From an optimization exercise on the open Yosys and OpenROAD flow, aimed at small area, a short achievable clock period and few clock cycles per item; shortcuts taken in it are not production practice.
Function was not checked in any run shown here: the RTL went through the layout flow alone.
Power and IR drop assume default switching activity.

## flow/design.v (module list and top-level ports; edited modules follow where they fit)
// module PolyMult: 1291 lines
// module PolyMult_inv: 3 lines
// module PolyMult_x2: 3 lines
// module PolyMult_fa: 3 lines
// module PolyMult_ha: 3 lines
module PolyMult(clk, rst, start, A3, A2, A1, A0, B3, B2, B1, B0, finish, C3, C2, C1, C0);
  // ...
==> flow/flow/run.sh <==
#!/bin/bash
# The standard layout (the standard.sh) with these ORFS variables changed:
#   port buffers: sky130_fd_sc_hd__buf_4, then output ones resized after global placement
#   
# The whole make output goes to standard_flow.log; ORFS keeps each step's log under orfs/logs/.
set -euo pipefail
bash standard.sh BUFFER_PORTS_ARGS='-buffer_cell sky130_fd_sc_hd__buf_4' POST_GLOBAL_PLACE_TCL=$(pwd)/flow/post_gpl.tcl  finish > standard_flow.log 2>&1
==> flow/flow/post_gpl.tcl <==
# After global placement: the output ports drive only a 10 fF load and have
# ample slack, so their port buffers are made the smallest buffer.
foreach inst [get_cells output*] {
  if {[get_property $inst ref_name] eq "sky130_fd_sc_hd__buf_4"} {
    replace_cell $inst sky130_fd_sc_hd__buf_1
  }
}
==> flow/standard.sh <==
#!/bin/bash
# synth_recipe.tcl (not shown) runs the flow's synth.tcl, then flattens the netlist and writes it again
# the make line also repeats each setting of config.mk as NAME=value (left out here)
make -C /OpenROAD-flow-scripts/flow DESIGN_CONFIG=/design/flow/config.mk WORK_HOME=/design/flow/orfs CLKGATE_MAP_FILE= SYNTH_SCRIPT=/design/flow/synth_recipe.tcl "${@:-finish}"
==> flow/config.mk <==
export PLATFORM = sky130hd
export DESIGN_NAME = PolyMult
export DESIGN_NICKNAME = PolyMult
export VERILOG_FILES = /design/flow/design.v
export SDC_FILE = /design/flow/constraint.sdc
export NUM_CORES = 4
export LEC_CHECK = 0
export CAP_MARGIN = 20
export CORE_MARGIN = 2
export CORE_UTILIZATION = 65
export SLEW_MARGIN = 20
export SYNTH_HIERARCHICAL = 1
export SYNTH_MINIMUM_KEEP_SIZE = 0
==> flow/constraint.sdc <==
create_clock -name core_clock -period 6.0 [get_ports {clk}]
set_input_delay 1.2000 -clock core_clock [delete_from_list [all_inputs] [get_ports {clk}]]
set_output_delay 1.2000 -clock core_clock [all_outputs]
set_load 0.01 [all_outputs]
==> flow_summary.yaml, run 1 <==
layout:
  seq_share: 0.0472
  nClkBuffers: 8
  nFillCells: 1644
  fin_util: 0.701
  fin_cells: 1799
  mostFrequentLayoutCell: "nand2_1"
  register_area_um2: 666
logic_synthesis:
  synthDistinctLibCells: 36
  synth.area.top_cells: "fa_1 (45%), xor2_1 (15%), nand2_1 (12%), ha_1 (7.1%), dfxtp_1 (4.9%)"
  synth_seq_cells: 33
  synth_top_family_by_area: "adder cells"
  netlist_area_um2: 13200
  synth_edf_count: 0
  synth_top_area_cell: "fa_1"
  synth_mux_area_frac: 0
clock_network:
  post_cts_resized: 0
  clk_path_buf_depth: 2
  root_buffer: "clkbuf_16"
  path_clk_slew_ns: 0.06
pwr:
  total_power_mw: 7.34
  combPwrFrac: 0.897
worst_setup_path:
  critPathMaxFanout: 16
  critPathKind: "input port to register"
  max_stage_delay_ns: 0.53
  critical_path_cell_count: 14
  required_ns: 6.18
  cp.arrival_ns: 5.52
drt:
  vias: 10904
  wirelength_met1_mm: 15.7
  vias_per_cell: 6.06
  top_layer_used: "met4"
timing:
  whs_ns: 0.732
  finalCriticalPeriod_ns: 5.33
floorplanning:
  initial_utilization: 0.657
  taps: 270
  rows: 52
grt:
  grt_max_degree: 33
  busiest_layer: "met2"
status:
  status: "timing/DRC/antenna clean"
place:
  place_ws_ns: 0.398
==> inputs of run 2 (changes only) <==
--- a/flow/design.v
+++ b/flow/design.v
@@ -6,16 +6,4 @@
 output reg [7:0] C3, C2, C1, C0;
 wire [7:0] c0, c1, c2, c3;
-wire [7:0] nA0;
-PolyMult_inv u_nA0 (.a(A0), .y(nA0));
-wire [7:0] nA1;
-PolyMult_inv u_nA1 (.a(A1), .y(nA1));
-wire [7:0] nA3;
-PolyMult_inv u_nA3 (.a(A3), .y(nA3));
-wire [7:0] nB0;
-PolyMult_inv u_nB0 (.a(B0), .y(nB0));
-wire [7:0] nB1;
-PolyMult_inv u_nB1 (.a(B1), .y(nB1));
-wire [7:0] nB3;
-PolyMult_inv u_nB3 (.a(B3), .y(nB3));
 wire p0_1, p0_2, p0_3, p0_4, p0_5, p0_6, p0_7, p0_8, p0_9, p0_10, p0_11, p0_12, p0_13, p0_14, p0_15, p0_16;
 wire p0_17, p0_18, p0_19, p0_20, p0_21, p0_22, p0_23, p0_24, p0_25, p0_26, p0_27, p0_28, p0_29, p0_30, p0_31, p0_32;
@@ -111,40 +99,40 @@
 wire x3_1457, x3_1458, x3_1459, x3_1460, x3_1461, x3_1462, x3_1463, x3_1464, x3_1465, x3_1466, x3_1467, x3_1468, x3_1469, x3_1470, x3_1471, x3_1472;
 wire x3_1473, x3_1474, x3_1475, x3_1476, x3_1477, x3_1478, x3_1479, x3_1480, x3_1481, x3_1482, x3_1483, x3_1484, x3_1485, x3_1486;
-assign p0_1 = ~(nA0[0] | nB0[0]);
-assign p0_2 = ~(nA0[0] | nB0[1]);
-assign p0_3 = ~(nA0[0] | nB0[2]);
-assign p0_4 = ~(nA0[0] | nB0[3]);
-assign p0_5 = ~(nA0[0] | nB0[4]);
-assign p0_6 = ~(nA0[0] | nB0[5]);
-assign p0_7 = ~(nA0[0] | nB0[6]);
-assign p0_8 = ~(nA0[0] | nB0[7]);
-assign p0_9 = ~(nA0[1] | nB0[0]);
-assign p0_10 = ~(nA0[1] | nB0[1]);
-assign p0_11 = ~(nA0[1] | nB0[2]);
-assign p0_12 = ~(nA0[1] | nB0[3]);
-assign p0_13 = ~(nA0[1] | nB0[4]);
-assign p0_14 = ~(nA0[1] | nB0[5]);
-assign p0_15 = ~(nA0[1] | nB0[6]);
-assign p0_16 = ~(nA0[2] | nB0[0]);
-assign p0_17 = ~(nA0[2] | nB0[1]);
-assign p0_18 = ~(nA0[2] | nB0[2]);
-assign p0_19 = ~(nA0[2] | nB0[3]);
-assign p0_20 = ~(nA0[2] | nB0[4]);
-assign p0_21 = ~(nA0[2] | nB0[5]);
-assign p0_22 = ~(nA0[3] | nB0[0]);
-assign p0_23 = ~(nA0[3] | nB0[1]);
-assign p0_24 = ~(nA0[3] | nB0[2]);
-assign p0_25 = ~(nA0[3] | nB0[3]);
-assign p0_26 = ~(nA0[3] | nB0[4]);
-assign p0_27 = ~(nA0[4] | nB0[0]);
-assign p0_28 = ~(nA0[4] | nB0[1]);
-assign p0_29 = ~(nA0[4] | nB0[2]);
-assign p0_30 = ~(nA0[4] | nB0[3]);
-assign p0_31 = ~(nA0[5] | nB0[0]);
-assign p0_32 = ~(nA0[5] | nB0[1]);
-assign p0_33 = ~(nA0[5] | nB0[2]);
-assign p0_34 = ~(nA0[6] | nB0[0]);
-assign p0_35 = ~(nA0[6] | nB0[1]);
-assign p0_36 = ~(nA0[7] | nB0[0]);
+assign p0_1 = A0[0] & B0[0];
+assign p0_2 = A0[0] & B0[1];
+assign p0_3 = A0[0] & B0[2];
+assign p0_4 = A0[0] & B0[3];
+assign p0_5 = A0[0] & B0[4];
+assign p0_6 = A0[0] & B0[5];
+assign p0_7 = A0[0] & B0[6];
+assign p0_8 = A0[0] & B0[7];
+assign p0_9 = A0[1] & B0[0];
+assign p0_10 = A0[1] & B0[1];
+assign p0_11 = A0[1] & B0[2];
+assign p0_12 = A0[1] & B0[3];
+assign p0_13 = A0[1] & B0[4];
+assign p0_14 = A0[1] & B0[5];
+assign p0_15 = A0[1] & B0[6];
+assign p0_16 = A0[2] & B0[0];
+assign p0_17 = A0[2] & B0[1];
+assign p0_18 = A0[2] & B0[2];
+assign p0_19 = A0[2] & B0[3];
+assign p0_20 = A0[2] & B0[4];
+assign p0_21 = A0[2] & B0[5];
+assign p0_22 = A0[3] & B0[0];
+assign p0_23 = A0[3] & B0[1];
+assign p0_24 = A0[3] & B0[2];
+assign p0_25 = A0[3] & B0[3];
+assign p0_26 = A0[3] & B0[4];
+assign p0_27 = A0[4] & B0[0];
+assign p0_28 = A0[4] & B0[1];
+assign p0_29 = A0[4] & B0[2];
+assign p0_30 = A0[4] & B0[3];
+assign p0_31 = A0[5] & B0[0];
+assign p0_32 = A0[5] & B0[1];
+assign p0_33 = A0[5] & B0[2];
+assign p0_34 = A0[6] & B0[0];
+assign p0_35 = A0[6] & B0[1];
+assign p0_36 = A0[7] & B0[0];
 assign p0_37 = ~A1[0] | ~B3[0];
 assign p0_38 = ~A1[0] | ~B3[1];
@@ -255,13 +243,11 @@
 assign p0_143 = ~A3[6] | ~B1[1];
 assign p0_144 = ~A3[7] | ~B1[0];
-assign s0_145 = ~(p0_1 ^ p0_109);
-assign c0_146 = p0_1 | p0_109;
-PolyMult_ha u_s0_147 (.a(p0_37), .b(p0_73), .s(s0_147), .co(c0_148));
+PolyMult_fa u_s0_145 (.a(1'b1), .b(p0_1), .c(p0_109), .s(s0_145), .co(c0_146));
+PolyMult_fa u_s0_147 (.a(p0_37), .b(p0_73), .c(s0_145), .s(s0_147), .co(c0_148));
 PolyMult_fa u_s0_149 (.a(p0_110), .b(p0_117), .c(p0_2), .s(s0_149), .co(c0_150));
 PolyMult_fa u_s0_151 (.a(p0_38), .b(p0_45), .c(p0_74), .s(s0_151), .co(c0_152));
-PolyMult_fa u_s0_153 (.a(p0_81), .b(p0_9), .c(c0_148), .s(s0_153), .co(c0_154));
-PolyMult_fa u_s0_155 (.a(c0_146), .b(s0_149), .c(s0_151), .s(s0_155), .co(c0_156));
-assign s0_157 = ~(p0_10 ^ p0_111);
-assign c0_158 = p0_10 | p0_111;
+PolyMult_fa u_s0_153 (.a(p0_81), .b(p0_9), .c(c0_146), .s(s0_153), .co(c0_154));
+PolyMult_fa u_s0_155 (.a(s0_149), .b(s0_151), .c(c0_148), .s(s0_155), .co(c0_156));
+PolyMult_fa u_s0_157 (.a(1'b1), .b(p0_10), .c(p0_111), .s(s0_157), .co(c0_158));
 PolyMult_fa u_s0_159 (.a(p0_118), .b(p0_124), .c(p0_16), .s(s0_159), .co(c0_160));
 PolyMult_fa u_s0_161 (.a(p0_3), .b(p0_39), .c(p0_46), .s(s0_161), .co(c0_162));
@@ -269,8 +255,7 @@
 PolyMult_fa u_s0_165 (.a(p0_88), .b(c0_150), .c(c0_152), .s(s0_165), .co(c0_166));
 PolyMult_fa u_s0_167 (.a(s0_157), .b(s0_159), .c(s0_161), .s(s0_167), .co(c0_168));
-PolyMult_fa u_s0_169 (.a(s0_163), .b(c0_154), .c(c0_156), .s(s0_169), .co(c0_170));
-PolyMult_ha u_s0_171 (.a(s0_165), .b(s0_167), .s(s0_171), .co(c0_172));
-assign s0_173 = ~(p0_11 ^ p0_112);
-assign c0_174 = p0_11 | p0_112;
+PolyMult_fa u_s0_169 (.a(s0_163), .b(c0_154), .c(s0_165), .s(s0_169), .co(c0_170));
+PolyMult_fa u_s0_171 (.a(s0_167), .b(c0_156), .c(s0_169), .s(s0_171), .co(c0_172));
+PolyMult_fa u_s0_173 (.a(1'b1), .b(p0_11), .c(p0_112), .s(s0_173), .co(c0_174));
 PolyMult_fa u_s0_175 (.a(p0_119), .b(p0_125), .c(p0_130), .s(s0_175), .co(c0_176));
 PolyMult_fa u_s0_177 (.a(p0_17), .b(p0_22), .c(p0_4), .s(s0_177), .co(c0_178));
@@ -282,8 +267,7 @@
 PolyMult_fa u_s0_189 (.a(s0_179), .b(s0_181), .c(c0_166), .s(s0_189), .co(c0_190));
 PolyMult_fa u_s0_191 (.a(c0_168), .b(s0_183), .c(s0_185), .s(s0_191), .co(c0_192));
-PolyMult_fa u_s0_193 (.a(s0_187), .b(c0_172), .c(c0_170), .s(s0_193), .co(c0_194));
-PolyMult_ha u_s0_195 (.a(s0_189), .b(s0_191), .s(s0_195), .co(c0_196));
-assign s0_197 = ~(p0_113 ^ p0_12);
-assign c0_198 = p0_113 | p0_12;
+PolyMult_fa u_s0_193 (.a(s0_187), .b(c0_170), .c(s0_189), .s(s0_193), .co(c0_194));
+PolyMult_fa u_s0_195 (.a(s0_191), .b(c0_172), .c(s0_193), .s(s0_195), .co(c0_196));
+PolyMult_fa u_s0_197 (.a(1'b1), .b(p0_113), .c(p0_12), .s(s0_197), .co(c0_198));
 PolyMult_fa u_s0_199 (.a(p0_120), .b(p0_126), .c(p0_131), .s(s0_199), .co(c0_200));
 PolyMult_fa u_s0_201 (.a(p0_135), .b(p0_18), .c(p0_23), .s(s0_201), .co(c0_202));
@@ -299,8 +283,7 @@
 PolyMult_fa u_s0_221 (.a(s0_211), .b(s0_213), .c(s0_215), .s(s0_221), .co(c0_222));
 PolyMult_fa u_s0_223 (.a(s0_217), .b(c0_190), .c(c0_192), .s(s0_223), .co(c0_224));
-PolyMult_fa u_s0_225 (.a(s0_219), .b(s0_221), .c(c0_196), .s(s0_225), .co(c0_226));
-PolyMult_ha u_s0_227 (.a(c0_194), .b(s0_223), .s(s0_227), .co(c0_228));
-assign s0_229 = ~(p0_100 ^ p0_103);
-assign c0_230 = p0_100 | p0_103;
+PolyMult_fa u_s0_225 (.a(s0_219), .b(s0_221), .c(c0_194), .s(s0_225), .co(c0_226));
+PolyMult_fa u_s0_227 (.a(s0_223), .b(c0_196), .c(s0_225), .s(s0_227), .co(c0_228));
+PolyMult_fa u_s0_229 (.a(1'b1), .b(p0_100), .c(p0_103), .s(s0_229), .co(c0_230));
 PolyMult_fa u_s0_231 (.a(p0_114), .b(p0_121), .c(p0_127), .s(s0_231), .co(c0_232));
 PolyMult_fa u_s0_233 (.a(p0_13), .b(p0_132), .c(p0_136), .s(s0_233), .co(c0_234));
@@ -321,7 +304,6 @@
 PolyMult_fa u_s0_263 (.a(s0_255), .b(s0_257), .c(s0_259), .s(s0_263), .co(c0_264));
 PolyMult_fa u_s0_265 (.a(c0_224), .b(s0_261), .c(s0_263), .s(s0_265), .co(c0_266));
-PolyMult_ha u_s0_267 (.a(c0_226), .b(c0_228), .s(s0_267), .co(c0_268));
-assign s0_269 = ~(p0_101 ^ p0_104);
-assign c0_270 = p0_101 | p0_104;
+PolyMult_fa u_s0_267 (.a(c0_226), .b(s0_265), .c(c0_228), .s(s0_267), .co(c0_268));
+PolyMult_fa u_s0_269 (.a(1'b1), .b(p0_101), .c(p0_104), .s(s0_269), .co(c0_270));
 PolyMult_fa u_s0_271 (.a(p0_106), .b(p0_115), .c(p0_122), .s(s0_271), .co(c0_272));
 PolyMult_fa u_s0_273 (.a(p0_128), .b(p0_133), .c(p0_137), .s(s0_273), .co(c0_274));
@@ -345,7 +327,7 @@
 PolyMult_fa u_s0_309 (.a(c0_260), .b(s0_301), .c(s0_303), .s(s0_309), .co(c0_310));
 PolyMult_fa u_s0_311 (.a(s0_305), .b(c0_262), .c(s0_307), .s(s0_311), .co(c0_312));
-PolyMult_fa u_s0_313 (.a(c0_264), .b(s0_309), .c(c0_268), .s(s0_313), .co(c0_314));
-PolyMult_ha u_s0_315 (.a(s0_311), .b(c0_266), .s(s0_315), .co(c0_316));
-assign x0_317 = ~p0_102;
+PolyMult_fa u_s0_313 (.a(c0_264), .b(s0_309), .c(s0_311), .s(s0_313), .co(c0_314));
+PolyMult_fa u_s0_315 (.a(c0_266), .b(s0_313), .c(c0_268), .s(s0_315), .co(c0_316));
+PolyMult_x2 u_x0_317 (.a(1'b1), .b(p0_102), .y(x0_317));
 PolyMult_x2 u_x0_318 (.a(p0_105), .b(p0_107), .y(x0_318));
 PolyMult_x2 u_x0_319 (.a(p0_108), .b(p0_116), .y(x0_319));
@@ -401,79 +383,79 @@
 PolyMult_x2 u_x0_369 (.a(x0_367), .b(x0_368), .y(x0_369));
 PolyMult_x2 u_x0_370 (.a(x0_369), .b(c0_312), .y(x0_370));
-PolyMult_x2 u_x0_371 (.a(x0_370), .b(c0_316), .y(x0_371));
-PolyMult_x2 u_x0_372 (.a(c0_314), .b(x0_371), .y(x0_372));
-assign c0 = ({x0_372, s0_315, s0_267, s0_225, s0_195, s0_171, s0_153, s0_147} + {1'b0, s0_313, s0_265, s0_227, s0_193, s0_169, s0_155, s0_145});
-assign p1_373 = ~(nA0[0] | nB1[0]);
-assign p1_374 = ~(nA0[0] | nB1[1]);
-assign p1_375 = ~(nA0[0] | nB1[2]);
-assign p1_376 = ~(nA0[0] | nB1[3]);
-assign p1_377 = ~(nA0[0] | nB1[4]);
-assign p1_378 = ~(nA0[0] | nB1[5]);
-assign p1_379 = ~(nA0[0] | nB1[6]);
-assign p1_380 = ~(nA0[0] | nB1[7]);
-assign p1_381 = ~(nA0[1] | nB1[0]);
-assign p1_382 = ~(nA0[1] | nB1[1]);
-assign p1_383 = ~(nA0[1] | nB1[2]);
-assign p1_384 = ~(nA0[1] | nB1[3]);
-assign p1_385 = ~(nA0[1] | nB1[4]);
-assign p1_386 = ~(nA0[1] | nB1[5]);
-assign p1_387 = ~(nA0[1] | nB1[6]);
-assign p1_388 = ~(nA0[2] | nB1[0]);
-assign p1_389 = ~(nA0[2] | nB1[1]);
-assign p1_390 = ~(nA0[2] | nB1[2]);
-assign p1_391 = ~(nA0[2] | nB1[3]);
-assign p1_392 = ~(nA0[2] | nB1[4]);
-assign p1_393 = ~(nA0[2] | nB1[5]);
-assign p1_394 = ~(nA0[3] | nB1[0]);
-assign p1_395 = ~(nA0[3] | nB1[1]);
-assign p1_396 = ~(nA0[3] | nB1[2]);
-assign p1_397 = ~(nA0[3] | nB1[3]);
-assign p1_398 = ~(nA0[3] | nB1[4]);
-assign p1_399 = ~(nA0[4] | nB1[0]);
-assign p1_400 = ~(nA0[4] | nB1[1]);
-assign p1_401 = ~(nA0[4] | nB1[2]);
-assign p1_402 = ~(nA0[4] | nB1[3]);
-assign p1_403 = ~(nA0[5] | nB1[0]);
-assign p1_404 = ~(nA0[5] | nB1[1]);
-assign p1_405 = ~(nA0[5] | nB1[2]);
-assign p1_406 = ~(nA0[6] | nB1[0]);
-assign p1_407 = ~(nA0[6] | nB1[1]);
-assign p1_408 = ~(nA0[7] | nB1[0]);
-assign p1_409 = ~(nA1[0] | nB0[0]);
-assign p1_410 = ~(nA1[0] | nB0[1]);
-assign p1_411 = ~(nA1[0] | nB0[2]);
-assign p1_412 = ~(nA1[0] | nB0[3]);
-assign p1_413 = ~(nA1[0] | nB0[4]);
-assign p1_414 = ~(nA1[0] | nB0[5]);
-assign p1_415 = ~(nA1[0] | nB0[6]);
-assign p1_416 = ~(nA1[0] | nB0[7]);
-assign p1_417 = ~(nA1[1] | nB0[0]);
-assign p1_418 = ~(nA1[1] | nB0[1]);
-assign p1_419 = ~(nA1[1] | nB0[2]);
-assign p1_420 = ~(nA1[1] | nB0[3]);
-assign p1_421 = ~(nA1[1] | nB0[4]);
-assign p1_422 = ~(nA1[1] | nB0[5]);
-assign p1_423 = ~(nA1[1] | nB0[6]);
-assign p1_424 = ~(nA1[2] | nB0[0]);
-assign p1_425 = ~(nA1[2] | nB0[1]);
-assign p1_426 = ~(nA1[2] | nB0[2]);
-assign p1_427 = ~(nA1[2] | nB0[3]);
-assign p1_428 = ~(nA1[2] | nB0[4]);
-assign p1_429 = ~(nA1[2] | nB0[5]);
-assign p1_430 = ~(nA1[3] | nB0[0]);
-assign p1_431 = ~(nA1[3] | nB0[1]);
-assign p1_432 = ~(nA1[3] | nB0[2]);
-assign p1_433 = ~(nA1[3] | nB0[3]);
-assign p1_434 = ~(nA1[3] | nB0[4]);
-assign p1_435 = ~(nA1[4] | nB0[0]);
-assign p1_436 = ~(nA1[4] | nB0[1]);
-assign p1_437 = ~(nA1[4] | nB0[2]);
-assign p1_438 = ~(nA1[4] | nB0[3]);
-assign p1_439 = ~(nA1[5] | nB0[0]);
-assign p1_440 = ~(nA1[5] | nB0[1]);
-assign p1_441 = ~(nA1[5] | nB0[2]);
-assign p1_442 = ~(nA1[6] | nB0[0]);
-assign p1_443 = ~(nA1[6] | nB0[1]);
-assign p1_444 = ~(nA1[7] | nB0[0]);
+PolyMult_x2 u_x0_371 (.a(x0_370), .b(c0_314), .y(x0_371));
+PolyMult_x2 u_x0_372 (.a(x0_371), .b(c0_316), .y(x0_372));
+assign c0 = ({x0_372, s0_315, s0_267, s0_227, s0_195, s0_171, s0_153, s0_147} + {1'b0, 1'b0, 1'b0, 1'b0, 1'b0, 1'b0, s0_155, 1'b0});
+assign p1_373 = A0[0] & B1[0];
+assign p1_374 = A0[0] & B1[1];
+assign p1_375 = A0[0] & B1[2];
+assign p1_376 = A0[0] & B1[3];
+assign p1_377 = A0[0] & B1[4];
+assign p1_378 = A0[0] & B1[5];
+assign p1_379 = A0[0] & B1[6];
+assign p1_380 = A0[0] & B1[7];
+assign p1_381 = A0[1] & B1[0];
+assign p1_382 = A0[1] & B1[1];
+assign p1_383 = A0[1] & B1[2];
+assign p1_384 = A0[1] & B1[3];
+assign p1_385 = A0[1] & B1[4];
+assign p1_386 = A0[1] & B1[5];
+assign p1_387 = A0[1] & B1[6];
+assign p1_388 = A0[2] & B1[0];
+assign p1_389 = A0[2] & B1[1];
+assign p1_390 = A0[2] & B1[2];
+assign p1_391 = A0[2] & B1[3];
+assign p1_392 = A0[2] & B1[4];
+assign p1_393 = A0[2] & B1[5];
+assign p1_394 = A0[3] & B1[0];
+assign p1_395 = A0[3] & B1[1];
+assign p1_396 = A0[3] & B1[2];
+assign p1_397 = A0[3] & B1[3];
+assign p1_398 = A0[3] & B1[4];
+assign p1_399 = A0[4] & B1[0];
+assign p1_400 = A0[4] & B1[1];
+assign p1_401 = A0[4] & B1[2];
+assign p1_402 = A0[4] & B1[3];
+assign p1_403 = A0[5] & B1[0];
+assign p1_404 = A0[5] & B1[1];
+assign p1_405 = A0[5] & B1[2];
+assign p1_406 = A0[6] & B1[0];
+assign p1_407 = A0[6] & B1[1];
+assign p1_408 = A0[7] & B1[0];
+assign p1_409 = A1[0] & B0[0];
+assign p1_410 = A1[0] & B0[1];
+assign p1_411 = A1[0] & B0[2];
+assign p1_412 = A1[0] & B0[3];
+assign p1_413 = A1[0] & B0[4];
+assign p1_414 = A1[0] & B0[5];
+assign p1_415 = A1[0] & B0[6];
+assign p1_416 = A1[0] & B0[7];
+assign p1_417 = A1[1] & B0[0];
+assign p1_418 = A1[1] & B0[1];
+assign p1_419 = A1[1] & B0[2];
+assign p1_420 = A1[1] & B0[3];
+assign p1_421 = A1[1] & B0[4];
+assign p1_422 = A1[1] & B0[5];
+assign p1_423 = A1[1] & B0[6];
+assign p1_424 = A1[2] & B0[0];
+assign p1_425 = A1[2] & B0[1];
+assign p1_426 = A1[2] & B0[2];
+assign p1_427 = A1[2] & B0[3];
+assign p1_428 = A1[2] & B0[4];
+assign p1_429 = A1[2] & B0[5];
+assign p1_430 = A1[3] & B0[0];
+assign p1_431 = A1[3] & B0[1];
+assign p1_432 = A1[3] & B0[2];
+assign p1_433 = A1[3] & B0[3];
+assign p1_434 = A1[3] & B0[4];
+assign p1_435 = A1[4] & B0[0];
+assign p1_436 = A1[4] & B0[1];
+assign p1_437 = A1[4] & B0[2];
+assign p1_438 = A1[4] & B0[3];
+assign p1_439 = A1[5] & B0[0];
+assign p1_440 = A1[5] & B0[1];
+assign p1_441 = A1[5] & B0[2];
+assign p1_442 = A1[6] & B0[0];
+assign p1_443 = A1[6] & B0[1];
+assign p1_444 = A1[7] & B0[0];
 assign p1_445 = ~A2[0] | ~B3[0];
 assign p1_446 = ~A2[0] | ~B3[1];
@@ -549,11 +531,9 @@
 assign p1_516 = ~A3[7] | ~B2[0];
 PolyMult_fa u_s1_517 (.a(p1_373), .b(p1_409), .c(p1_445), .s(s1_517), .co(c1_518));
-assign s1_519 = ~(p1_374 ^ p1_381);
-assign c1_520 = p1_374 | p1_381;
+PolyMult_fa u_s1_519 (.a(1'b1), .b(p1_374), .c(p1_381), .s(s1_519), .co(c1_520));
 PolyMult_fa u_s1_521 (.a(p1_410), .b(p1_417), .c(p1_446), .s(s1_521), .co(c1_522));
 PolyMult_fa u_s1_523 (.a(p1_453), .b(p1_482), .c(p1_489), .s(s1_523), .co(c1_524));
 PolyMult_fa u_s1_525 (.a(c1_518), .b(s1_519), .c(s1_521), .s(s1_525), .co(c1_526));
-assign s1_527 = ~(p1_375 ^ p1_382);
-assign c1_528 = p1_375 | p1_382;
+PolyMult_fa u_s1_527 (.a(1'b1), .b(p1_375), .c(p1_382), .s(s1_527), .co(c1_528));
 PolyMult_fa u_s1_529 (.a(p1_388), .b(p1_411), .c(p1_418), .s(s1_529), .co(c1_530));
 PolyMult_fa u_s1_531 (.a(p1_424), .b(p1_447), .c(p1_454), .s(s1_531), .co(c1_532));
@@ -562,7 +542,6 @@
 PolyMult_fa u_s1_537 (.a(c1_524), .b(s1_527), .c(s1_529), .s(s1_537), .co(c1_538));
 PolyMult_fa u_s1_539 (.a(s1_531), .b(s1_533), .c(c1_526), .s(s1_539), .co(c1_540));
-PolyMult_ha u_s1_541 (.a(s1_535), .b(s1_537), .s(s1_541), .co(c1_542));
-assign s1_543 = ~(p1_376 ^ p1_383);
-assign c1_544 = p1_376 | p1_383;
+PolyMult_fa u_s1_541 (.a(s1_535), .b(s1_537), .c(s1_539), .s(s1_541), .co(c1_542));
+PolyMult_fa u_s1_543 (.a(1'b1), .b(p1_376), .c(p1_383), .s(s1_543), .co(c1_544));
 PolyMult_fa u_s1_545 (.a(p1_389), .b(p1_394), .c(p1_412), .s(s1_545), .co(c1_546));
 PolyMult_fa u_s1_547 (.a(p1_419), .b(p1_425), .c(p1_430), .s(s1_547), .co(c1_548));
@@ -574,8 +553,7 @@
 PolyMult_fa u_s1_559 (.a(s1_549), .b(s1_551), .c(c1_536), .s(s1_559), .co(c1_560));
 PolyMult_fa u_s1_561 (.a(c1_538), .b(s1_553), .c(s1_555), .s(s1_561), .co(c1_562));
-PolyMult_fa u_s1_563 (.a(s1_557), .b(c1_542), .c(c1_540), .s(s1_563), .co(c1_564));
-PolyMult_ha u_s1_565 (.a(s1_559), .b(s1_561), .s(s1_565), .co(c1_566));
-assign s1_567 = ~(p1_377 ^ p1_384);
-assign c1_568 = p1_377 | p1_384;
+PolyMult_fa u_s1_563 (.a(s1_557), .b(c1_540), .c(s1_559), .s(s1_563), .co(c1_564));
+PolyMult_fa u_s1_565 (.a(s1_561), .b(c1_542), .c(s1_563), .s(s1_565), .co(c1_566));
+PolyMult_fa u_s1_567 (.a(1'b1), .b(p1_377), .c(p1_384), .s(s1_567), .co(c1_568));
 PolyMult_fa u_s1_569 (.a(p1_390), .b(p1_395), .c(p1_399), .s(s1_569), .co(c1_570));
 PolyMult_fa u_s1_571 (.a(p1_413), .b(p1_420), .c(p1_426), .s(s1_571), .co(c1_572));
@@ -591,8 +569,7 @@
 PolyMult_fa u_s1_591 (.a(s1_581), .b(s1_583), .c(s1_585), .s(s1_591), .co(c1_592));
 PolyMult_fa u_s1_593 (.a(s1_587), .b(c1_560), .c(c1_562), .s(s1_593), .co(c1_594));
-PolyMult_fa u_s1_595 (.a(s1_589), .b(s1_591), .c(c1_566), .s(s1_595), .co(c1_596));
-PolyMult_ha u_s1_597 (.a(c1_564), .b(s1_593), .s(s1_597), .co(c1_598));
-assign s1_599 = ~(p1_378 ^ p1_385);
-assign c1_600 = p1_378 | p1_385;
+PolyMult_fa u_s1_595 (.a(s1_589), .b(s1_591), .c(c1_564), .s(s1_595), .co(c1_596));
+PolyMult_fa u_s1_597 (.a(s1_593), .b(c1_566), .c(s1_595), .s(s1_597), .co(c1_598));
+PolyMult_fa u_s1_599 (.a(1'b1), .b(p1_378), .c(p1_385), .s(s1_599), .co(c1_600));
 PolyMult_fa u_s1_601 (.a(p1_391), .b(p1_396), .c(p1_400), .s(s1_601), .co(c1_602));
 PolyMult_fa u_s1_603 (.a(p1_403), .b(p1_414), .c(p1_421), .s(s1_603), .co(c1_604));
@@ -613,7 +590,6 @@
 PolyMult_fa u_s1_633 (.a(s1_625), .b(s1_627), .c(s1_629), .s(s1_633), .co(c1_634));
 PolyMult_fa u_s1_635 (.a(c1_594), .b(s1_631), .c(s1_633), .s(s1_635), .co(c1_636));
-PolyMult_ha u_s1_637 (.a(c1_596), .b(c1_598), .s(s1_637), .co(c1_638));
-assign s1_639 = ~(p1_379 ^ p1_386);
-assign c1_640 = p1_379 | p1_386;
+PolyMult_fa u_s1_637 (.a(c1_596), .b(s1_635), .c(c1_598), .s(s1_637), .co(c1_638));
+PolyMult_fa u_s1_639 (.a(1'b1), .b(p1_379), .c(p1_386), .s(s1_639), .co(c1_640));
 PolyMult_fa u_s1_641 (.a(p1_392), .b(p1_397), .c(p1_401), .s(s1_641), .co(c1_642));
 PolyMult_fa u_s1_643 (.a(p1_404), .b(p1_406), .c(p1_415), .s(s1_643), .co(c1_644));
@@ -637,7 +613,7 @@
 PolyMult_fa u_s1_679 (.a(c1_630), .b(s1_671), .c(s1_673), .s(s1_679), .co(c1_680));
 PolyMult_fa u_s1_681 (.a(s1_675), .b(c1_632), .c(s1_677), .s(s1_681), .co(c1_682));
-PolyMult_fa u_s1_683 (.a(c1_634), .b(s1_679), .c(c1_638), .s(s1_683), .co(c1_684));
-PolyMult_ha u_s1_685 (.a(s1_681), .b(c1_636), .s(s1_685), .co(c1_686));
-assign x1_687 = ~p1_380;
+PolyMult_fa u_s1_683 (.a(c1_634), .b(s1_679), .c(s1_681), .s(s1_683), .co(c1_684));
+PolyMult_fa u_s1_685 (.a(c1_636), .b(s1_683), .c(c1_638), .s(s1_685), .co(c1_686));
+PolyMult_x2 u_x1_687 (.a(1'b1), .b(p1_380), .y(x1_687));
 PolyMult_x2 u_x1_688 (.a(p1_387), .b(p1_393), .y(x1_688));
 PolyMult_x2 u_x1_689 (.a(p1_398), .b(p1_402), .y(x1_689));
@@ -693,7 +669,7 @@
 PolyMult_x2 u_x1_739 (.a(x1_737), .b(x1_738), .y(x1_739));
 PolyMult_x2 u_x1_740 (.a(x1_739), .b(c1_682), .y(x1_740));
-PolyMult_x2 u_x1_741 (.a(x1_740), .b(c1_686), .y(x1_741));
-PolyMult_x2 u_x1_742 (.a(c1_684), .b(x1_741), .y(x1_742));
-assign c1 = ({x1_742, s1_685, s1_637, s1_595, s1_565, s1_541, s1_523, p1_481} + {1'b0, s1_683, s1_635, s1_597, s1_563, s1_539, s1_525, s1_517});
+PolyMult_x2 u_x1_741 (.a(x1_740), .b(c1_684), .y(x1_741));
+PolyMult_x2 u_x1_742 (.a(x1_741), .b(c1_686), .y(x1_742));
+assign c1 = ({x1_742, s1_685, s1_637, s1_597, s1_565, s1_541, s1_523, p1_481} + {1'b0, 1'b0, 1'b0, 1'b0, 1'b0, 1'b0, s1_525, s1_517});
 assign p2_743 = ~A0[0] | ~B2[0];
 assign p2_744 = ~A0[0] | ~B2[1];
@@ -804,47 +780,46 @@
 assign p2_849 = ~A2[6] | ~B0[1];
 assign p2_850 = ~A2[7] | ~B0[0];
-assign p2_851 = ~(nA3[0] | nB3[0]);
-assign p2_852 = ~(nA3[0] | nB3[1]);
-assign p2_853 = ~(nA3[0] | nB3[2]);
-assign p2_854 = ~(nA3[0] | nB3[3]);
-assign p2_855 = ~(nA3[0] | nB3[4]);
-assign p2_856 = ~(nA3[0] | nB3[5]);
-assign p2_857 = ~(nA3[0] | nB3[6]);
-assign p2_858 = ~(nA3[0] | nB3[7]);
-assign p2_859 = ~(nA3[1] | nB3[0]);
-assign p2_860 = ~(nA3[1] | nB3[1]);
-assign p2_861 = ~(nA3[1] | nB3[2]);
-assign p2_862 = ~(nA3[1] | nB3[3]);
-assign p2_863 = ~(nA3[1] | nB3[4]);
-assign p2_864 = ~(nA3[1] | nB3[5]);
-assign p2_865 = ~(nA3[1] | nB3[6]);
-assign p2_866 = ~(nA3[2] | nB3[0]);
-assign p2_867 = ~(nA3[2] | nB3[1]);
-assign p2_868 = ~(nA3[2] | nB3[2]);
-assign p2_869 = ~(nA3[2] | nB3[3]);
-assign p2_870 = ~(nA3[2] | nB3[4]);
-assign p2_871 = ~(nA3[2] | nB3[5]);
-assign p2_872 = ~(nA3[3] | nB3[0]);
-assign p2_873 = ~(nA3[3] | nB3[1]);
-assign p2_874 = ~(nA3[3] | nB3[2]);
-assign p2_875 = ~(nA3[3] | nB3[3]);
-assign p2_876 = ~(nA3[3] | nB3[4]);
-assign p2_877 = ~(nA3[4] | nB3[0]);
-assign p2_878 = ~(nA3[4] | nB3[1]);
-assign p2_879 = ~(nA3[4] | nB3[2]);
-assign p2_880 = ~(nA3[4] | nB3[3]);
-assign p2_881 = ~(nA3[5] | nB3[0]);
-assign p2_882 = ~(nA3[5] | nB3[1]);
-assign p2_883 = ~(nA3[5] | nB3[2]);
-assign p2_884 = ~(nA3[6] | nB3[0]);
-assign p2_885 = ~(nA3[6] | nB3[1]);
-assign p2_886 = ~(nA3[7] | nB3[0]);
+assign p2_851 = A3[0] & B3[0];
+assign p2_852 = A3[0] & B3[1];
+assign p2_853 = A3[0] & B3[2];
+assign p2_854 = A3[0] & B3[3];
+assign p2_855 = A3[0] & B3[4];
+assign p2_856 = A3[0] & B3[5];
+assign p2_857 = A3[0] & B3[6];
+assign p2_858 = A3[0] & B3[7];
+assign p2_859 = A3[1] & B3[0];
+assign p2_860 = A3[1] & B3[1];
+assign p2_861 = A3[1] & B3[2];
+assign p2_862 = A3[1] & B3[3];
+assign p2_863 = A3[1] & B3[4];
+assign p2_864 = A3[1] & B3[5];
+assign p2_865 = A3[1] & B3[6];
+assign p2_866 = A3[2] & B3[0];
+assign p2_867 = A3[2] & B3[1];
+assign p2_868 = A3[2] & B3[2];
+assign p2_869 = A3[2] & B3[3];
+assign p2_870 = A3[2] & B3[4];
+assign p2_871 = A3[2] & B3[5];
+assign p2_872 = A3[3] & B3[0];
+assign p2_873 = A3[3] & B3[1];
+assign p2_874 = A3[3] & B3[2];
+assign p2_875 = A3[3] & B3[3];
+assign p2_876 = A3[3] & B3[4];
+assign p2_877 = A3[4] & B3[0];
+assign p2_878 = A3[4] & B3[1];
+assign p2_879 = A3[4] & B3[2];
+assign p2_880 = A3[4] & B3[3];
+assign p2_881 = A3[5] & B3[0];
+assign p2_882 = A3[5] & B3[1];
+assign p2_883 = A3[5] & B3[2];
+assign p2_884 = A3[6] & B3[0];
+assign p2_885 = A3[6] & B3[1];
+assign p2_886 = A3[7] & B3[0];
 PolyMult_fa u_s2_887 (.a(p2_743), .b(p2_779), .c(p2_815), .s(s2_887), .co(c2_888));
 PolyMult_fa u_s2_889 (.a(p2_744), .b(p2_751), .c(p2_780), .s(s2_889), .co(c2_890));
 PolyMult_fa u_s2_891 (.a(p2_787), .b(p2_816), .c(p2_823), .s(s2_891), .co(c2_892));
 PolyMult_fa u_s2_893 (.a(p2_852), .b(p2_859), .c(c2_888), .s(s2_893), .co(c2_894));
-PolyMult_ha u_s2_895 (.a(s2_889), .b(s2_891), .s(s2_895), .co(c2_896));
-assign s2_897 = ~(p2_745 ^ p2_752);
-assign c2_898 = p2_745 | p2_752;
+PolyMult_fa u_s2_895 (.a(s2_889), .b(s2_891), .c(s2_893), .s(s2_895), .co(c2_896));
+PolyMult_fa u_s2_897 (.a(1'b1), .b(p2_745), .c(p2_752), .s(s2_897), .co(c2_898));
 PolyMult_fa u_s2_899 (.a(p2_758), .b(p2_781), .c(p2_788), .s(s2_899), .co(c2_900));
 PolyMult_fa u_s2_901 (.a(p2_794), .b(p2_817), .c(p2_824), .s(s2_901), .co(c2_902));
@@ -852,8 +827,7 @@
 PolyMult_fa u_s2_905 (.a(p2_866), .b(c2_890), .c(c2_892), .s(s2_905), .co(c2_906));
 PolyMult_fa u_s2_907 (.a(s2_897), .b(s2_899), .c(s2_901), .s(s2_907), .co(c2_908));
-PolyMult_fa u_s2_909 (.a(s2_903), .b(c2_896), .c(c2_894), .s(s2_909), .co(c2_910));
-PolyMult_ha u_s2_911 (.a(s2_905), .b(s2_907), .s(s2_911), .co(c2_912));
-assign s2_913 = ~(p2_746 ^ p2_753);
-assign c2_914 = p2_746 | p2_753;
+PolyMult_fa u_s2_909 (.a(s2_903), .b(c2_894), .c(s2_905), .s(s2_909), .co(c2_910));
+PolyMult_fa u_s2_911 (.a(s2_907), .b(c2_896), .c(s2_909), .s(s2_911), .co(c2_912));
+PolyMult_fa u_s2_913 (.a(1'b1), .b(p2_746), .c(p2_753), .s(s2_913), .co(c2_914));
 PolyMult_fa u_s2_915 (.a(p2_759), .b(p2_764), .c(p2_782), .s(s2_915), .co(c2_916));
 PolyMult_fa u_s2_917 (.a(p2_789), .b(p2_795), .c(p2_800), .s(s2_917), .co(c2_918));
@@ -865,8 +839,7 @@
 PolyMult_fa u_s2_929 (.a(s2_919), .b(s2_921), .c(c2_906), .s(s2_929), .co(c2_930));
 PolyMult_fa u_s2_931 (.a(c2_908), .b(s2_923), .c(s2_925), .s(s2_931), .co(c2_932));
-PolyMult_fa u_s2_933 (.a(s2_927), .b(c2_912), .c(c2_910), .s(s2_933), .co(c2_934));
-PolyMult_ha u_s2_935 (.a(s2_929), .b(s2_931), .s(s2_935), .co(c2_936));
-assign s2_937 = ~(p2_747 ^ p2_754);
-assign c2_938 = p2_747 | p2_754;
+PolyMult_fa u_s2_933 (.a(s2_927), .b(c2_910), .c(s2_929), .s(s2_933), .co(c2_934));
+PolyMult_fa u_s2_935 (.a(s2_931), .b(c2_912), .c(s2_933), .s(s2_935), .co(c2_936));
+PolyMult_fa u_s2_937 (.a(1'b1), .b(p2_747), .c(p2_754), .s(s2_937), .co(c2_938));
 PolyMult_fa u_s2_939 (.a(p2_760), .b(p2_765), .c(p2_769), .s(s2_939), .co(c2_940));
 PolyMult_fa u_s2_941 (.a(p2_783), .b(p2_790), .c(p2_796), .s(s2_941), .co(c2_942));
@@ -882,8 +855,7 @@
 PolyMult_fa u_s2_961 (.a(s2_951), .b(s2_953), .c(s2_955), .s(s2_961), .co(c2_962));
 PolyMult_fa u_s2_963 (.a(s2_957), .b(c2_930), .c(c2_932), .s(s2_963), .co(c2_964));
-PolyMult_fa u_s2_965 (.a(s2_959), .b(s2_961), .c(c2_936), .s(s2_965), .co(c2_966));
-PolyMult_ha u_s2_967 (.a(c2_934), .b(s2_963), .s(s2_967), .co(c2_968));
-assign s2_969 = ~(p2_748 ^ p2_755);
-assign c2_970 = p2_748 | p2_755;
+PolyMult_fa u_s2_965 (.a(s2_959), .b(s2_961), .c(c2_934), .s(s2_965), .co(c2_966));
+PolyMult_fa u_s2_967 (.a(s2_963), .b(c2_936), .c(s2_965), .s(s2_967), .co(c2_968));
+PolyMult_fa u_s2_969 (.a(1'b1), .b(p2_748), .c(p2_755), .s(s2_969), .co(c2_970));
 PolyMult_fa u_s2_971 (.a(p2_761), .b(p2_766), .c(p2_770), .s(s2_971), .co(c2_972));
 PolyMult_fa u_s2_973 (.a(p2_773), .b(p2_784), .c(p2_791), .s(s2_973), .co(c2_974));
@@ -904,7 +876,6 @@
 PolyMult_fa u_s2_1003 (.a(s2_995), .b(s2_997), .c(s2_999), .s(s2_1003), .co(c2_1004));
 PolyMult_fa u_s2_1005 (.a(c2_964), .b(s2_1001), .c(s2_1003), .s(s2_1005), .co(c2_1006));
-PolyMult_ha u_s2_1007 (.a(c2_966), .b(c2_968), .s(s2_1007), .co(c2_1008));
-assign s2_1009 = ~(p2_749 ^ p2_756);
-assign c2_1010 = p2_749 | p2_756;
+PolyMult_fa u_s2_1007 (.a(c2_966), .b(s2_1005), .c(c2_968), .s(s2_1007), .co(c2_1008));
+PolyMult_fa u_s2_1009 (.a(1'b1), .b(p2_749), .c(p2_756), .s(s2_1009), .co(c2_1010));
 PolyMult_fa u_s2_1011 (.a(p2_762), .b(p2_767), .c(p2_771), .s(s2_1011), .co(c2_1012));
 PolyMult_fa u_s2_1013 (.a(p2_774), .b(p2_776), .c(p2_785), .s(s2_1013), .co(c2_1014));
@@ -928,7 +899,7 @@
 PolyMult_fa u_s2_1049 (.a(c2_1000), .b(s2_1041), .c(s2_1043), .s(s2_1049), .co(c2_1050));
 PolyMult_fa u_s2_1051 (.a(s2_1045), .b(c2_1002), .c(s2_1047), .s(s2_1051), .co(c2_1052));
-PolyMult_fa u_s2_1053 (.a(c2_1004), .b(s2_1049), .c(c2_1008), .s(s2_1053), .co(c2_1054));
-PolyMult_ha u_s2_1055 (.a(s2_1051), .b(c2_1006), .s(s2_1055), .co(c2_1056));
-assign x2_1057 = ~p2_750;
+PolyMult_fa u_s2_1053 (.a(c2_1004), .b(s2_1049), .c(s2_1051), .s(s2_1053), .co(c2_1054));
+PolyMult_fa u_s2_1055 (.a(c2_1006), .b(s2_1053), .c(c2_1008), .s(s2_1055), .co(c2_1056));
+PolyMult_x2 u_x2_1057 (.a(1'b1), .b(p2_750), .y(x2_1057));
 PolyMult_x2 u_x2_1058 (.a(p2_757), .b(p2_763), .y(x2_1058));
 PolyMult_x2 u_x2_1059 (.a(p2_768), .b(p2_772), .y(x2_1059));
@@ -984,7 +955,7 @@
 PolyMult_x2 u_x2_1109 (.a(x2_1107), .b(x2_1108), .y(x2_1109));
 PolyMult_x2 u_x2_1110 (.a(x2_1109), .b(c2_1052), .y(x2_1110));
-PolyMult_x2 u_x2_1111 (.a(x2_1110), .b(c2_1056), .y(x2_1111));
-PolyMult_x2 u_x2_1112 (.a(c2_1054), .b(x2_1111), .y(x2_1112));
-assign c2 = ~({x2_1112, s2_1055, s2_1007, s2_965, s2_935, s2_911, s2_895, p2_851} + {1'b0, s2_1053, s2_1005, s2_967, s2_933, s2_909, s2_893, s2_887});
+PolyMult_x2 u_x2_1111 (.a(x2_1110), .b(c2_1054), .y(x2_1111));
+PolyMult_x2 u_x2_1112 (.a(x2_1111), .b(c2_1056), .y(x2_1112));
+assign c2 = ~({x2_1112, s2_1055, s2_1007, s2_967, s2_935, s2_911, s2_895, p2_851} + {1'b0, 1'b0, 1'b0, 1'b0, 1'b0, 1'b0, 1'b0, s2_887});
 assign p3_1113 = ~A0[0] | ~B3[0];
 assign p3_1114 = ~A0[0] | ~B3[1];
@@ -1131,13 +1102,11 @@
 assign p3_1255 = ~A3[6] | ~B0[1];
 assign p3_1256 = ~A3[7] | ~B0[0];
-assign s3_1257 = ~(p3_1113 ^ p3_1149);
-assign c3_1258 = p3_1113 | p3_1149;
-PolyMult_ha u_s3_1259 (.a(p3_1185), .b(p3_1221), .s(s3_1259), .co(c3_1260));
-assign s3_1261 = ~(p3_1114 ^ p3_1121);
-assign c3_1262 = p3_1114 | p3_1121;
+PolyMult_fa u_s3_1257 (.a(1'b1), .b(p3_1113), .c(p3_1149), .s(s3_1257), .co(c3_1258));
+PolyMult_fa u_s3_1259 (.a(p3_1185), .b(p3_1221), .c(s3_1257), .s(s3_1259), .co(c3_1260));
+PolyMult_fa u_s3_1261 (.a(1'b1), .b(p3_1114), .c(p3_1121), .s(s3_1261), .co(c3_1262));
 PolyMult_fa u_s3_1263 (.a(p3_1150), .b(p3_1157), .c(p3_1186), .s(s3_1263), .co(c3_1264));
 PolyMult_fa u_s3_1265 (.a(p3_1193), .b(p3_1222), .c(p3_1229), .s(s3_1265), .co(c3_1266));
-PolyMult_fa u_s3_1267 (.a(c3_1260), .b(c3_1258), .c(s3_1261), .s(s3_1267), .co(c3_1268));
-PolyMult_ha u_s3_1269 (.a(s3_1263), .b(s3_1265), .s(s3_1269), .co(c3_1270));
+PolyMult_fa u_s3_1267 (.a(c3_1258), .b(s3_1261), .c(s3_1263), .s(s3_1267), .co(c3_1268));
+PolyMult_fa u_s3_1269 (.a(s3_1265), .b(c3_1260), .c(s3_1267), .s(s3_1269), .co(c3_1270));
 PolyMult_fa u_s3_1271 (.a(p3_1115), .b(p3_1122), .c(p3_1128), .s(s3_1271), .co(c3_1272));
 PolyMult_fa u_s3_1273 (.a(p3_1151), .b(p3_1158), .c(p3_1164), .s(s3_1273), .co(c3_1274));
@@ -1146,8 +1115,7 @@
 PolyMult_fa u_s3_1279 (.a(c3_1262), .b(c3_1264), .c(c3_1266), .s(s3_1279), .co(c3_1280));
 PolyMult_fa u_s3_1281 (.a(s3_1271), .b(s3_1273), .c(s3_1275), .s(s3_1281), .co(c3_1282));
-PolyMult_fa u_s3_1283 (.a(s3_1277), .b(c3_1270), .c(c3_1268), .s(s3_1283), .co(c3_1284));
-PolyMult_ha u_s3_1285 (.a(s3_1279), .b(s3_1281), .s(s3_1285), .co(c3_1286));
-assign s3_1287 = ~(p3_1116 ^ p3_1123);
-assign c3_1288 = p3_1116 | p3_1123;
+PolyMult_fa u_s3_1283 (.a(s3_1277), .b(c3_1268), .c(s3_1279), .s(s3_1283), .co(c3_1284));
+PolyMult_fa u_s3_1285 (.a(s3_1281), .b(c3_1270), .c(s3_1283), .s(s3_1285), .co(c3_1286));
+PolyMult_fa u_s3_1287 (.a(1'b1), .b(p3_1116), .c(p3_1123), .s(s3_1287), .co(c3_1288));
 PolyMult_fa u_s3_1289 (.a(p3_1129), .b(p3_1134), .c(p3_1152), .s(s3_1289), .co(c3_1290));
 PolyMult_fa u_s3_1291 (.a(p3_1159), .b(p3_1165), .c(p3_1170), .s(s3_1291), .co(c3_1292));
@@ -1159,8 +1127,7 @@
 PolyMult_fa u_s3_1303 (.a(s3_1293), .b(s3_1295), .c(c3_1280), .s(s3_1303), .co(c3_1304));
 PolyMult_fa u_s3_1305 (.a(c3_1282), .b(s3_1297), .c(s3_1299), .s(s3_1305), .co(c3_1306));
-PolyMult_fa u_s3_1307 (.a(s3_1301), .b(c3_1286), .c(c3_1284), .s(s3_1307), .co(c3_1308));
-PolyMult_ha u_s3_1309 (.a(s3_1303), .b(s3_1305), .s(s3_1309), .co(c3_1310));
-assign s3_1311 = ~(p3_1117 ^ p3_1124);
-assign c3_1312 = p3_1117 | p3_1124;
+PolyMult_fa u_s3_1307 (.a(s3_1301), .b(c3_1284), .c(s3_1303), .s(s3_1307), .co(c3_1308));
+PolyMult_fa u_s3_1309 (.a(s3_1305), .b(c3_1286), .c(s3_1307), .s(s3_1309), .co(c3_1310));
+PolyMult_fa u_s3_1311 (.a(1'b1), .b(p3_1117), .c(p3_1124), .s(s3_1311), .co(c3_1312));
 PolyMult_fa u_s3_1313 (.a(p3_1130), .b(p3_1135), .c(p3_1139), .s(s3_1313), .co(c3_1314));
 PolyMult_fa u_s3_1315 (.a(p3_1153), .b(p3_1160), .c(p3_1166), .s(s3_1315), .co(c3_1316));
@@ -1176,8 +1143,7 @@
 PolyMult_fa u_s3_1335 (.a(s3_1325), .b(s3_1327), .c(s3_1329), .s(s3_1335), .co(c3_1336));
 PolyMult_fa u_s3_1337 (.a(s3_1331), .b(c3_1304), .c(c3_1306), .s(s3_1337), .co(c3_1338));
-PolyMult_fa u_s3_1339 (.a(s3_1333), .b(s3_1335), .c(c3_1310), .s(s3_1339), .co(c3_1340));
-PolyMult_ha u_s3_1341 (.a(c3_1308), .b(s3_1337), .s(s3_1341), .co(c3_1342));
-assign s3_1343 = ~(p3_1118 ^ p3_1125);
-assign c3_1344 = p3_1118 | p3_1125;
+PolyMult_fa u_s3_1339 (.a(s3_1333), .b(s3_1335), .c(c3_1308), .s(s3_1339), .co(c3_1340));
+PolyMult_fa u_s3_1341 (.a(s3_1337), .b(c3_1310), .c(s3_1339), .s(s3_1341), .co(c3_1342));
+PolyMult_fa u_s3_1343 (.a(1'b1), .b(p3_1118), .c(p3_1125), .s(s3_1343), .co(c3_1344));
 PolyMult_fa u_s3_1345 (.a(p3_1131), .b(p3_1136), .c(p3_1140), .s(s3_1345), .co(c3_1346));
 PolyMult_fa u_s3_1347 (.a(p3_1143), .b(p3_1154), .c(p3_1161), .s(s3_1347), .co(c3_1348));
@@ -1198,7 +1164,6 @@
 PolyMult_fa u_s3_1377 (.a(s3_1369), .b(s3_1371), .c(s3_1373), .s(s3_1377), .co(c3_1378));
 PolyMult_fa u_s3_1379 (.a(c3_1338), .b(s3_1375), .c(s3_1377), .s(s3_1379), .co(c3_1380));
-PolyMult_ha u_s3_1381 (.a(c3_1340), .b(c3_1342), .s(s3_1381), .co(c3_1382));
-assign s3_1383 = ~(p3_1119 ^ p3_1126);
-assign c3_1384 = p3_1119 | p3_1126;
+PolyMult_fa u_s3_1381 (.a(c3_1340), .b(s3_1379), .c(c3_1342), .s(s3_1381), .co(c3_1382));
+PolyMult_fa u_s3_1383 (.a(1'b1), .b(p3_1119), .c(p3_1126), .s(s3_1383), .co(c3_1384));
 PolyMult_fa u_s3_1385 (.a(p3_1132), .b(p3_1137), .c(p3_1141), .s(s3_1385), .co(c3_1386));
 PolyMult_fa u_s3_1387 (.a(p3_1144), .b(p3_1146), .c(p3_1155), .s(s3_1387), .co(c3_1388));
@@ -1222,7 +1187,7 @@
 PolyMult_fa u_s3_1423 (.a(c3_1374), .b(s3_1415), .c(s3_1417), .s(s3_1423), .co(c3_1424));
 PolyMult_fa u_s3_1425 (.a(s3_1419), .b(c3_1376), .c(s3_1421), .s(s3_1425), .co(c3_1426));
-PolyMult_fa u_s3_1427 (.a(c3_1378), .b(s3_1423), .c(c3_1382), .s(s3_1427), .co(c3_1428));
-PolyMult_ha u_s3_1429 (.a(s3_1425), .b(c3_1380), .s(s3_1429), .co(c3_1430));
-assign x3_1431 = ~p3_1120;
+PolyMult_fa u_s3_1427 (.a(c3_1378), .b(s3_1423), .c(s3_1425), .s(s3_1427), .co(c3_1428));
+PolyMult_fa u_s3_1429 (.a(c3_1380), .b(s3_1427), .c(c3_1382), .s(s3_1429), .co(c3_1430));
+PolyMult_x2 u_x3_1431 (.a(1'b1), .b(p3_1120), .y(x3_1431));
 PolyMult_x2 u_x3_1432 (.a(p3_1127), .b(p3_1133), .y(x3_1432));
 PolyMult_x2 u_x3_1433 (.a(p3_1138), .b(p3_1142), .y(x3_1433));
@@ -1278,7 +1243,7 @@
 PolyMult_x2 u_x3_1483 (.a(x3_1481), .b(x3_1482), .y(x3_1483));
 PolyMult_x2 u_x3_1484 (.a(x3_1483), .b(c3_1426), .y(x3_1484));
-PolyMult_x2 u_x3_1485 (.a(x3_1484), .b(c3_1430), .y(x3_1485));
-PolyMult_x2 u_x3_1486 (.a(c3_1428), .b(x3_1485), .y(x3_1486));
-assign c3 = ~({x3_1486, s3_1429, s3_1381, s3_1339, s3_1309, s3_1285, s3_1269, s3_1259} + {1'b0, s3_1427, s3_1379, s3_1341, s3_1307, s3_1283, s3_1267, s3_1257});
+PolyMult_x2 u_x3_1485 (.a(x3_1484), .b(c3_1428), .y(x3_1485));
+PolyMult_x2 u_x3_1486 (.a(x3_1485), .b(c3_1430), .y(x3_1486));
+assign c3 = ~({x3_1486, s3_1429, s3_1381, s3_1341, s3_1309, s3_1285, s3_1269, s3_1259} + {1'b0, 1'b0, 1'b0, 1'b0, 1'b0, 1'b0, 1'b0, 1'b0});
 always @(posedge clk or posedge rst)
 	if (rst) finish <= 1'b0;
@@ -1291,7 +1256,4 @@
 end
 endmodule
-module PolyMult_inv(input [7:0] a, output [7:0] y);
-assign y = ~a;
-endmodule
 module PolyMult_x2(input a, input b, output y);
 assign y = a ^ b;
==> run 2 against run 1 <==
Net effect: still clean; clock power shrank 4%; utilization grew 1.0 points; flip-flop and latch count is the same; die area shrank 2.5%; critical path type unchanged.
==> flow_summary.yaml, run 2 <==
layout:
  mostFrequentLayoutCell: "nand2_1"
  diodes: 0
  fin_util: 0.711
  fin_area_um2: 13800
  drive_gt1_frac: 0.0752
  nFillCells: 1580
  register_area_um2: 666
  final_cell_mix: "nand2_1 (436), fa_1 (344), xor2_1 (231)"
  multi_input_area_um2: 11800
  area_delta_synth_final_pct: 7.60
  fin_nets: 1812
drt:
  drt-initial-drc-count: 1007
  drc: 0
  ant_nets: 0
  routed_wl_mm: 40.3
  dr.pass1.iters: 6
  vias_per_cell: 6.04
  wl_per_cell_um: 24.3
  vias: 10039
clock_network:
  root_buffer: "clkbuf_16"
  cts_tree: "yes"
  clkSinkCount: 33
  post_cts_resized: 0
  cts_setup_buffers: 0
  htreeDepth: 2
  clk_path_buf_depth: 2
  hold_buffers: 0
  path_clk_slew_ns: 0.06
  cts_buffers: 5
status:
  status: "timing/DRC/antenna clean"
logic_synthesis:
  syn_inst: 1331
  avgSynthCellArea_um2: 9.67
  yosysWarnings: 7
  synth_top_area_frac: 0.535
  synth_seq_cells: 33
  ys.flop_type: "dfxtp_1"
  synth-seq-area-share: 0.0517
  ys_async_sr_fraction: 0.0303
  netlist_area_um2: 12900
  synth.area.top_cells: "fa_1 (54%), xor2_1 (16%), nand2_1 (13%), and2_1 (7.0%), dfxtp_1 (5.0%)"
  synth_edf_count: 0
  synth_top_area_cell: "fa_1"
  synth.most_common_cell: "nand2_1"
  synth_commonest_cells: "nand2_1 (436), fa_1 (344), xor2_1 (231)"
  synthDistinctLibCells: 20
grt:
  grt_pass1_vias: 10867
  antenna_found_initial: 0
  grt.overflow.total: 0
  grt_pass1_wl_mm: 62.1
  grt_max_degree: 33
  track_usage: 0.414
worst_setup_path:
  cp-startpoint: "B1[0]"
  critPathKind: "input port to register"
  cp.arrival_ns: 5.64
  setup.worst_path.end_class: "register"
  critPathMaxFanout: 32
  required_ns: 6.22
  start_kind: "input port"
place:
  portBuffers: 99
  place_area_um2: 13700
  place_ws_ns: 0.318
  dp_hpwl_mm: 27.9
pwr:
  leakage_nw: 5.61
  ir_worst_vdd_mv: 1.04
  p_per_area_nw_per_um2: 466
floorplanning:
  die-height_um: 145
  ioPinCount: 100
  rows: 51
  coreArea_um2: 19500
  initial_utilization: 0.661
  die_x_um: 145
  die_area_um2: 20900
timing:
  slew_viol_final: 0
  rsz0062_at_grt: "false"
  finalCriticalPeriod_ns: 5.42
  tns_ns: 0
  min_period_over_period: 0.904
  hold_viol_final: 0
  timing.fmax_ghz: 0.184
  whs_ns: 0.736
  setup_slack_ns: 0.579
  setup_violations: 0
worst_hold_path:
  hold_path_class: "input port to asynchronous set/reset pin"
job:
  cap_violations: 0
==> run 2: changes by cell type after synthesis, moves of 19 or more <==
cell      delta
buf_2       +59
inv_1      -103
nor2_1     -133
ha_1        -69
or2_2       -19
nand2_1     +31
fa_1        +44
clkbuf_1    -47
and2_1     +111
==> run 2: kinds of logic after synthesis <==
family                   share of synthesized area
AO/OA/AOI/OAI                             0.000584
XOR/XNOR                                     0.164
adder cells (fa/ha/maj)                      0.541
buffers and inverters                       0.0381
flip-flops                                  0.0517
other                                     0.000291
AND/OR/NAND/NOR                              0.204
==> run 2: area by class of cell <==
| type | instances | share of cell area |
|---|---|---|
| clock buffer | 8 | 0.0106 |
| inverter | 11 | 0.00298 |
| multi-input combinational | 1214 | 0.853 |
| sequential | 33 | 0.0481 |
| tap | 265 | 0.0239 |
| timing repair buffer | 130 | 0.0615 |
==> run 2: per-module statistics from Yosys (local to each module, per instance) <==
module	cells inside	copies in the design
PolyMult_x2	1	224
PolyMult_fa	1	343
PolyMult	764	1
==> run 2: layer usage <==
layer  part of all wire  global-route usage  vias up
met5                  0                   0        -
met4              0.057               0.200        0
li1                   -                   -     4011
met1               0.36               0.554     5064
met2               0.46               0.646      786
met3               0.12              0.0941      178
==> run 2: final timing paths <==
kind                                     to  slack (ns)  depth (start not counted)
setup / recovery              C2[7]$_DFF_P_        0.58                         13
hold / removal             finish$_DFF_PP0_        0.74                          2
max in group asynchronous  finish$_DFF_PP0_        5.18                          2
min in group core_clock    finish$_DFF_PP0_        1.01                          1
==> run 2: power breakdown <==
part           switching [mW]  internal (mW)  leakage [nW]
Combinational            3.01           2.70          5.26
Clock                   0.109          0.166        0.0712
Sequential             0.0239          0.441         0.282
Total                    3.15           3.31          5.61
==> run 2: through the flow <==
step | std cells | power, mW
floorplan | 1357 | 5.13
global placement | 1653 | 6.10
detailed placement | 1653 | 6.23
CTS | 1661 | 6.53
global route | 1661 | 7.28
finish | 1661 | 6.45
==> run 2: worst max-delay path: stages <==
cell and delay (ns):
buf_4 0.39, nand2_1 0.18, fa_1 0.46, fa_1 0.51, fa_1 0.42, fa_1 0.40, fa_1 0.42, fa_1 0.41
fa_1 0.39, fa_1 0.53, nand2_1 0.07, nor3_2 0.12, xnor2_1 0.13

[what the ideal ports hide]
The flow's constraints put no driver on any port. The routed layouts listed below were extracted and timed again, unchanged, in two steps.
Step 1 (the two cells are an assumption about what drives the block):
set clk [get_ports {clk}]
set_driving_cell -lib_cell sky130_fd_sc_hd__clkbuf_16 $clk
set_driving_cell -lib_cell sky130_fd_sc_hd__buf_2 [delete_from_list [all_inputs] $clk]
Step 2 moves the port delays by t, midway between the first and last clock arrival at a register: inputs arrive t later, outputs are due t later. That takes back most of the time a late clock gives input paths.
a / b / c = no drivers / after step 1 / after step 2; a / b = the first two.
run | shift t [ns] | slack for setup (ns) | worst setup path after step 2 | worst slew at a driven data input, ns
run 1 | 0.346 | 0.666 / 0.675 / 0.329 | input to register | 0.05
run 2 | 0.341 | 0.579 / 0.598 / 0.257 | input to register | 0.04
After both steps every run listed still meets setup and hold. For run 1, which loses most, drivers alone change the setup slack by +0.009 ns; drivers and shift together by -0.337 ns.
